Context: an optimization exercise on an open-source flow, tuned for small area and a short achievable clock period. The choices shown serve that exercise and are no tape-out recipe.

## the previous run
Design nes_cpu, start of the top module:
module nes_cpu (
  input         clk,        
  input         b_rst,      
  input         b_nmi,      
  input         b_irq,      
  input  [7:0]  data_in,    
  output [15:0] addr,       
  output        r_bw,       
  output [7:0]  data_out    
  );
==> flow/config.mk <==
export PLATFORM = sky130hd
export DESIGN_NAME = nes_cpu
export DESIGN_NICKNAME = nes_cpu
export VERILOG_FILES = /design/flow/design.v
export SDC_FILE = /design/flow/constraint.sdc
export NUM_CORES = 4
export LEC_CHECK = 0
export ABC_AREA = 1
export CAP_MARGIN = 20
export CORE_MARGIN = 2
export CORE_UTILIZATION = 40
export SETUP_SLACK_MARGIN = 5
export SLEW_MARGIN = 20
==> flow/constraint.sdc <==
create_clock -name core_clock -period 12.0 [get_ports {clk}]
set_input_delay 2.4000 -clock core_clock [delete_from_list [all_inputs] [get_ports {clk}]]
set_output_delay 2.4000 -clock core_clock [all_outputs]
set_load 0.01 [all_outputs]
run.sh (not shown) runs the stock make flow with config.mk's settings and CLKGATE_MAP_FILE= SYNTH_SCRIPT=/design/flow/synth_recipe.tcl, a recipe that flattens the netlist after the stock synthesis.
The previous run finished end to end and its layout was clean on timing, DRC and antenna.
### the previous run -> the current run
--- a/flow/design.v
+++ b/flow/design.v
@@ -1803,46 +1803,49 @@
     else
       ctl_q <= ctl_d;
   wire cq_Cin, cq_CinUseC, cq_OpBFEN, cq_RbW, cq_W203, cq_S205, cq_S207, cq_S304, cq_SDMA1;
   wire [1:0] cq_Funct, cq_OpBF;
   wire [2:0] cq_ADL, cq_ADH, cq_DB, cq_SB;
   wire cq_NMI_SD, cq_IRQ_SD, cq_IFlgB, cq_ABL_EN, cq_ABH_EN;
   assign {cq_Cin, cq_CinUseC, cq_Funct, cq_OpBF, cq_OpBFEN, cq_RbW,
           cq_W203, cq_S205, cq_S207, cq_S304, cq_SDMA1,
           cq_ADL, cq_ADH, cq_DB, cq_SB,
           cq_NMI_SD, cq_IRQ_SD, cq_IFlgB, cq_ABL_EN, cq_ABH_EN} = ctl_q;
   wire br_taken = ((CU_PstInstrX==3'b000) & ~CU_NFlg) | ((CU_PstInstrX==3'b001) & CU_NFlg) | ((CU_PstInstrX==3'b010) & ~CU_VFlg) | ((CU_PstInstrX==3'b011) & CU_VFlg) | ((CU_PstInstrX==3'b100) & ~CU_CFlg) | ((CU_PstInstrX==3'b101) & CU_CFlg) | ((CU_PstInstrX==3'b110) & ~CU_ZFlg) | ((CU_PstInstrX==3'b111) & CU_ZFlg);
-  wire br_add = cq_S205 & br_taken;
-  wire dma_sel = (cq_S207 & !CU_bDMA_Flg) | (cq_SDMA1 & (CU_DMA_By != 8'h00));
+  wire cs_S205 = (cur_state == ST2_05);
+  wire cs_S304 = (cur_state == ST3_04);
+  wire cs_W203 = (cur_state == ST2_03) & (CU_InstrX==3'b100);
+  wire br_add = cs_S205 & br_taken;
+  wire dma_sel = ((cur_state == ST2_07) & !CU_bDMA_Flg) | ((cur_state == DMA1) & (CU_DMA_By != 8'h00));
   always @*
   begin
     CU_ALU_Cin = cq_Cin | (cq_CinUseC & CU_CFlg);
     CU_ALU_Funct = br_add ? ADC : cq_Funct;
-    CU_ALU_OpBFunct = {cq_OpBF[1], cq_OpBF[0] | (cq_S304 & Offset_sign)};
+    CU_ALU_OpBFunct = {cq_OpBF[1], cq_OpBF[0] | (cs_S304 & Offset_sign)};
     CU_ALU_OpBFunctEN = cq_OpBFEN;
-    CU_R_bW = cq_RbW & ~(cq_W203 & ~CU_ALU_CFlg);
+    CU_R_bW = cq_RbW & ~(cs_W203 & ~CU_ALU_CFlg);
     CU_ADL_Sel = br_add ? ALUout_to_ADL : dma_sel ? DMABy_to_ADL : cq_ADL;
     CU_ADH_Sel = dma_sel ? DMAPg_to_ADH : cq_ADH;
     CU_DB_Sel = cq_DB;
     CU_SB_Sel = dma_sel ? ALUout_to_SB : cq_SB;
     CU_bNMI_SD = cq_NMI_SD;
     CU_bIRQ_SD = cq_IRQ_SD;
   end
 always @*
  begin
  begin
  CU_DMA_By_EN = Dis;
  CU_PCH_EN = Dis;
  CU_PCL_EN = Dis;
  CU_SP_EN = Dis;
- CU_ABL_EN = cq_ABL_EN;
+ CU_ABL_EN = cq_ABL_EN & ~(br_add & (CU_OpB_sign ^ CU_ALU_CFlg));
  CU_ABH_EN = cq_ABH_EN;
  CU_DIR_EN = Dis;
  CU_InstrR_EN = Dis;
  CU_PstInstrR_EN = Dis;
  CU_PstInstrR_Clr = Off;
  CU_XR_EN = Dis;
  CU_YR_EN = Dis;
  CU_ACC_EN = Dis;
  CU_OpA_EN = Dis;
  CU_OpB_EN = Dis;
  CU_PC_Bus_Sel = PCp1_to_PCB;
@@ -2035,24 +2038,22 @@
         CU_PCH_EN = En;
         CU_PCL_EN = En;
         end
     end
     ST2_05:
     begin
       CU_InstrR_EN = En;
       CU_OpB_Bus_Sel = DB_to_OpBB;
       CU_OpA_Bus_Sel = SB_to_OpAB;
       CU_OpA_EN = En;
       CU_OpB_EN = En;
-      CU_ABH_EN = En;
-      CU_ABL_EN = En;
       if (((CU_PstInstrX==3'b000) & ~CU_NFlg) | ((CU_PstInstrX==3'b001) & CU_NFlg) | ((CU_PstInstrX==3'b010) & ~CU_VFlg) | ((CU_PstInstrX==3'b011) & CU_VFlg) | ((CU_PstInstrX==3'b100) & ~CU_CFlg) | ((CU_PstInstrX==3'b101) & CU_CFlg) | ((CU_PstInstrX==3'b110) & ~CU_ZFlg) | ((CU_PstInstrX==3'b111) & CU_ZFlg) )
         CU_PC_Bus_Sel = ADD_to_PCB;
       else
         CU_PC_Bus_Sel = ADDp1_to_PCB;
       CU_PCH_EN = En;
       CU_PCL_EN = En;
     end
     ST2_06:
     begin
       CU_DIR_EN = En;
     end
@@ -2105,30 +2106,26 @@
     end
     ST3_04:
     begin
       CU_PC_Bus_Sel = ADD_to_PCB;
       CU_OpB_Bus_Sel = ADH_to_OpBB;
       CU_OpA_Bus_Sel = Zero_to_OpAB;
       CU_OpA_EN = En;
       CU_OpB_EN = En;
       CU_DIR_EN = Dis;
       CU_PCH_EN = Dis;
       CU_PCL_EN = En;
-      CU_ABL_EN = Dis;
-      CU_ABH_EN = En;
     end
     ST3_05:
     begin
       CU_DIR_EN = En;
-      CU_ABL_EN = En;
-      CU_ABH_EN = En;
     end
     ST3_06:
     begin
       CU_DIR_EN = Dis;
       CU_OpB_Bus_Sel = DB_to_OpBB;
       CU_OpA_Bus_Sel = Zero_to_OpAB;
       CU_OpA_EN = En;
       CU_OpB_EN = En;
     end
     ST3_07:
     begin
[summary]
Compared with the previous run, the current run shows a higher hold slack.
The current run against the previous run: die outline height now smaller; register clock-pin slew on the reported worst setup and hold paths held steady.
Going from the previous run to the current run, inverter count of the layout excluding clock inverters grows by 5.9%.
Compared with the previous run, synthesis-stage register bit count in the current run decreased by a few percent.
Between the current run and the previous run, the number of non-clock buffers is lower for the previous run.
From the previous run to the current run the numbers moved as follows: global-route total usage across every layer rose by 0.50 points, routed length on met3 fell by about 12%, clock skew stayed essentially flat.
Between the current run and the previous run, the design area does not differ in any meaningful way.
The previous run finished every stage and its layout cleared the timing, design-rule and antenna checks.
The flow did not stop early for the current run: all stages ran, and the layout cleared the timing, design-rule and antenna checks.
Total number of sequential cells down 5 in the current run wrt the previous run
Function was not checked in any run of this note: the RTL went through the layout flow alone.

separate check: timing with driven ports:
Ports are ideal in the flow. The routed layouts listed here were re-timed in OpenROAD. Step 1: set_driving_cell puts a clkbuf_16 on clk and a buf_2 on each other input, an assumption about the parent block. Step 2 also shifts input and output timing later by t, the mid clock arrival at the registers, as if the neighbouring blocks saw the same clock. Three values: ideal, step 1, step 2; two values: the first two.
| run | shift t [ns] | slack for setup (ns) | worst setup path at the end | slew at the worst register clock pin (ns) | pins driven straight from the clock port |
|---|---|---|---|---|---|
| the previous run | 0.509 | 5.013 / 4.959 / 5.468 | register to output | 0.08 / 0.08 | 1 |
| the current run | 0.510 | 5.087 / 5.032 / 5.542 | register to output | 0.08 / 0.08 | 1 |
After both steps every run listed still meets setup and hold.
